This design comes from an exercise in tuning for small area on the open sky130 flow, not from production work.
The RTL was checked by simulation tests, not by an equivalence proof against the original design.
Power and IR drop assume default switching activity.

==> flow/design.v <==
module clk_40_gen(
	input clk,
	input rst,
	output tick  
);
localparam [10:0] POL = 11'b01010101010;
reg [10:0] q;
wire [10:0] v = q ^ POL;
assign tick = (v == 11'd1753);
wire fb = v[10] ^ v[1] ^ tick;
always @(posedge clk)
begin
	if (rst)
		q <= 11'd1770 ^ POL;
	else
		q <= {v[9:0], fb} ^ POL;
end
endmodule
module sample_decoder(
	input clk,  
	input rst,  
	input en,  
	input signal,  
	output idle,  
	output reg [2:0] st  
);
localparam [3:0] P9 = 4'b0111, P1 = 4'b1001, P0 = 4'b0011;
reg [2:0] win;
reg [3:0] pos;
reg ca, cb;  
wire at_p0 = (pos == P0);
assign idle = (win == 3'd7) && (pos == P9);
wire go = en && (!idle || signal);  
wire last = (win == 3'd0) && (pos == P1);  
wire wend = at_p0 || last;  
wire bit_set = (ca & ~cb) | (signal & (last ? (ca | cb) : (ca & cb)));
wire [3:0] pos_step = {pos[2:0], pos[3] ^ pos[2] ^ at_p0};
wire [2:0] win_dec = {win[2] ^ ~(win[1] | win[0]), ~(win[1] ^ win[0]), ~win[0]};
always @(posedge clk)
begin
	if (rst || (go && last))
		pos <= P9;
	else if (go)
		pos <= pos_step;
	if (rst)
		win <= 3'd7;
	else if (go && wend)
		win <= win_dec;
	if (rst || (go && wend))
	begin
		ca <= 1'b0;
		cb <= 1'b0;
	end
	else if (en && signal)
	begin
		ca <= ca | cb;
		cb <= ~ca;
	end
	if (rst)
		st <= 3'b111;
	else if (go && wend)
	begin
		case (win)
			3'd7: st <= bit_set ? 3'b100 : 3'b111;
			3'd5: st[1] <= st[1] | bit_set;
			3'd3: if (bit_set) st <= {~st[1] | st[0], ~st[1] | st[0], 1'b1};
			3'd1: if (bit_set) st <= {st[2], 1'b1, st[2]};
			default: if (bit_set) st <= 3'b111;
		endcase
	end
end
endmodule
module HEX_display(
	input clk,  
	input rst,  
	input load,  
	input [2:0] st,  
	output [6:0] HEX0
);
reg [2:0] h;
always @(posedge clk)
begin
	if (rst)
		h <= 3'b111;  
	else if (load && !(&st))
		h <= st;
end
assign HEX0[6] = h[2];
assign HEX0[5] = ~h[2] | h[1] | h[0];
assign HEX0[4] = h[1];
assign HEX0[3] = h[2] & h[1];
assign HEX0[2] = h[0];
assign HEX0[1] = &h;
assign HEX0[0] = h[2] & h[1];
endmodule
module CWRU_Transceiver_RX(
	input CLOCK_50,  
	input rst,  
	input [35:0] GPIO_1,  
	output [6:0] HEX0  
);
wire tick_40, idle;
wire [2:0] result;
clk_40_gen c(CLOCK_50, rst, tick_40);  
sample_decoder d(CLOCK_50, rst, tick_40, GPIO_1[15], idle, result);  
HEX_display h(CLOCK_50, rst, idle, result, HEX0);  
endmodule
export LEC_CHECK = 0
export CAP_MARGIN = 20
export CORE_MARGIN = 2
export CORE_UTILIZATION = 40
export SLEW_MARGIN = 20
create_clock -name core_clock -period 20.0 [get_ports {CLOCK_50}]
standard.sh (not shown) runs the stock make flow with config.mk's settings and CLKGATE_MAP_FILE= SYNTH_SCRIPT=/design/flow/synth_recipe.tcl, a recipe that flattens the netlist after the stock synthesis.
==> flow/flow/run.sh <==
#!/bin/bash
# The standard layout (standard.sh), with two knobs of ORFS's own scripts set:
# port buffers of the smallest buffer cell, and clock tree synthesis without
# dummy loads and with one clock buffer type.
set -euo pipefail
export BUFFER_PORTS_ARGS="-buffer_cell sky130_fd_sc_hd__buf_1"
export CTS_ARGS="-sink_clustering_enable -repair_clock_nets -dont_use_dummy_load -buf_list sky130_fd_sc_hd__clkbuf_16 -root_buf sky130_fd_sc_hd__clkbuf_16 -sink_clustering_size 30 -sink_clustering_max_diameter 200"
bash standard.sh finish > standard_flow.log 2>&1
Change:
--- a/flow/flow/run.sh
+++ b/flow/flow/run.sh
@@ -7 +7 @@
-export CTS_ARGS="-sink_clustering_enable -repair_clock_nets -dont_use_dummy_load -buf_list sky130_fd_sc_hd__clkbuf_16 -root_buf sky130_fd_sc_hd__clkbuf_16 -sink_clustering_size 30 -sink_clustering_max_diameter 200"
+export CTS_ARGS="-sink_clustering_enable -repair_clock_nets -dont_use_dummy_load -buf_list sky130_fd_sc_hd__clkbuf_8"
Synthesized area does not change.
Total power went down by 14%.
Critical path depth stays the same.
Hold slack barely changes.
Final area is lower by 2.6%.
Worst setup slack hardly moves.
Wire length barely changes.
Sequential power hardly moves.
Global-route usage is about the same.
Clock-buffer cell count stays the same.
Cell count is unchanged.
Change:
==> flow/run.sh (new file) <==
#!/bin/bash
# synth_recipe.tcl (not shown) runs the flow's synth.tcl, then flattens the netlist and writes it again
# the make line also repeats each setting of config.mk as NAME=value (left out here)
make -C /OpenROAD-flow-scripts/flow DESIGN_CONFIG=/design/flow/config.mk WORK_HOME=/design/flow/orfs CLKGATE_MAP_FILE= SYNTH_SCRIPT=/design/flow/synth_recipe.tcl finish
--- a/flow/config.mk
+++ b/flow/config.mk
@@ -10,0 +11,3 @@
+export CTS_BUF_LIST = sky130_fd_sc_hd__clkbuf_8
+export CTS_CLUSTER_DIAMETER = 100
+export CTS_CLUSTER_SIZE = 30
removed: flow/flow/run.sh
removed: flow/standard.sh
=> First-iteration DRC count increases by 48%; sequential share of layout area decreases by 2.6 points; synthesized area is unchanged; sequential cell count is unchanged; maximum frequency came out lower by 6.1%; die area stays the same; clock skew stays flat.

## epsilon
Starts from the design.v that is shown in full above.
clock: 20.0 ns
lec_check: 0
cap_margin: 20
core_area: 2 2 64 64
die_area: 0 0 66 66
slew_margin: 20
==> flow/flow/run.sh <==
#!/bin/bash
# Own layout flow: the standard flow (standard.sh) with three changes.
#  1. After the standard synthesis, the logic between the registers is
#     re-mapped by ABC for area (flow/resyn.tcl, flow/area.abc); registers
#     keep their instances, names and cells.
#  2. Port buffers use the smallest buffer cell (buffer_ports -buffer_cell).
#  3. Clock tree synthesis without dummy loads, with clkbuf_8 tree buffers.
# Each tool's output goes to its own log file in this folder.
set -euo pipefail
W=$PWD
R=$W/orfs/results/$FLOW_PLATFORM/CWRU_Transceiver_RX/base
export BUFFER_PORTS_ARGS="-buffer_cell sky130_fd_sc_hd__buf_1"
export CTS_ARGS="-sink_clustering_enable -repair_clock_nets -dont_use_dummy_load -buf_list sky130_fd_sc_hd__clkbuf_8"

bash standard.sh synth > $W/log_1_standard_synth.log 2>&1
cp $R/1_2_yosys.v $W/standard_netlist.v

export LIB_FILE=$FLOW_HOME/platforms/$FLOW_PLATFORM/lib/sky130_fd_sc_hd__tt_025C_1v80.lib
export IN_NETLIST=$W/standard_netlist.v
export OUT_NETLIST=$W/resyn_netlist.v
export TOP=$FLOW_TOP
export ABC_SCRIPT=$W/flow/area.abc
DU=""
for c in probe_p_8 probec_p_8 lpflow_bleeder_1 lpflow_clkbufkapwr_1 lpflow_clkbufkapwr_16 \
  lpflow_clkbufkapwr_2 lpflow_clkbufkapwr_4 lpflow_clkbufkapwr_8 lpflow_clkinvkapwr_1 \
  lpflow_clkinvkapwr_16 lpflow_clkinvkapwr_2 lpflow_clkinvkapwr_4 lpflow_clkinvkapwr_8 \
  lpflow_decapkapwr_12 lpflow_decapkapwr_3 lpflow_decapkapwr_4 lpflow_decapkapwr_6 \
  lpflow_decapkapwr_8 lpflow_inputiso0n_1 lpflow_inputiso0p_1 lpflow_inputiso1n_1 \
  lpflow_inputiso1p_1 lpflow_inputisolatch_1 lpflow_isobufsrc_1 lpflow_isobufsrc_16 \
  lpflow_isobufsrc_2 lpflow_isobufsrc_4 lpflow_isobufsrc_8 lpflow_isobufsrckapwr_16 \
  lpflow_lsbuf_lh_hl_isowell_tap_1 lpflow_lsbuf_lh_hl_isowell_tap_2 \
  lpflow_lsbuf_lh_hl_isowell_tap_4 lpflow_lsbuf_lh_isowell_4 lpflow_lsbuf_lh_isowell_tap_1 \
  lpflow_lsbuf_lh_isowell_tap_2 lpflow_lsbuf_lh_isowell_tap_4; do
  DU="$DU -dont_use sky130_fd_sc_hd__$c"
done
export ABC_DONT_USE="$DU"
YOSYS=$(command -v yosys || echo $FLOW_HOME/../tools/install/yosys/bin/yosys)
if $YOSYS -c $W/flow/resyn.tcl > $W/log_2_resyn.log 2>&1 && [[ -s $OUT_NETLIST ]]; then
  cp $OUT_NETLIST $R/1_2_yosys.v
  rm -f $R/1_synth.odb $R/1_synth.sdc
fi

bash standard.sh finish > $W/log_3_standard_finish.log 2>&1
Other scripts of this flow, unchanged in this note and not shown: flow/flow/area.abc, flow/flow/resyn.tcl
epsilon completed end to end with timing, DRC and antenna clean.
#### Input delta (alpha over epsilon)
- CORE_UTILIZATION: unset -> 40
- CORE_MARGIN: unset -> 2
- CORE_AREA: 2 2 64 64 -> unset
- DIE_AREA: 0 0 66 66 -> unset
## What came out
- In alpha the static power due to leakage turned out 1.2% higher than in epsilon.
- Per the comparison of alpha with epsilon, clock group share of total power now sits lower, worst stage delay on the critical path has decreased, synthesized area held steady, number of standard cells in the layout, taps in and fillers out fell 17.
- The post-synthesis to final-layout area growth reported for alpha is smaller than that of epsilon by 1.5 points.
- Delta (alpha minus epsilon): met2 wire length down 66 um, filler cell count down 40%, area of the core down about 35%, setup slack after layout up 0.0081 ns.

[static timing again, ports no longer ideal]
How much do the figures lean on ideal ports? The routed layouts below were timed once more, with nothing changed but the port constraints. Step 1, drivers: a clkbuf_16 drives CLOCK_50 and a buf_2 each remaining input, both assumed. Step 2 moves the port delays by t, midway between the first and last clock arrival at a register: inputs arrive t later, outputs are due t later. That takes back most of the time a late clock gives input paths. Slacks: no drivers / after step 1 / after step 2; pairs: no drivers / after step 1.
run | t, ns | setup slack, ns | latest minus earliest clock arrival (ns) | slew at the worst register clock pin (ns) | cell pins on the clock port's net
the first run of note 1 | 0.281 | 14.819 / 14.826 / 14.545 | 0.004 / 0.003 | 0.06 / 0.06 | 1
the second run of note 1 | 0.288 | 14.820 / 14.824 / 14.536 | 0.005 / 0.005 | 0.08 / 0.08 | 1
the third run of note 1 | 0.284 | 14.486 / 14.484 / 14.200 | 0.004 / 0.004 | 0.09 / 0.09 | 1
epsilon | 0.284 | 15.012 / 14.992 / 14.720 | 0.009 / 0.008 | 0.09 / 0.09 | 1
alpha | 0.284 | 15.020 / 14.996 / 14.827 | 0.008 / 0.007 | 0.08 / 0.08 | 1
After both steps every run listed still meets setup and hold. For epsilon, which loses most, drivers alone change the setup slack by -0.020 ns; drivers and shift together by -0.292 ns.
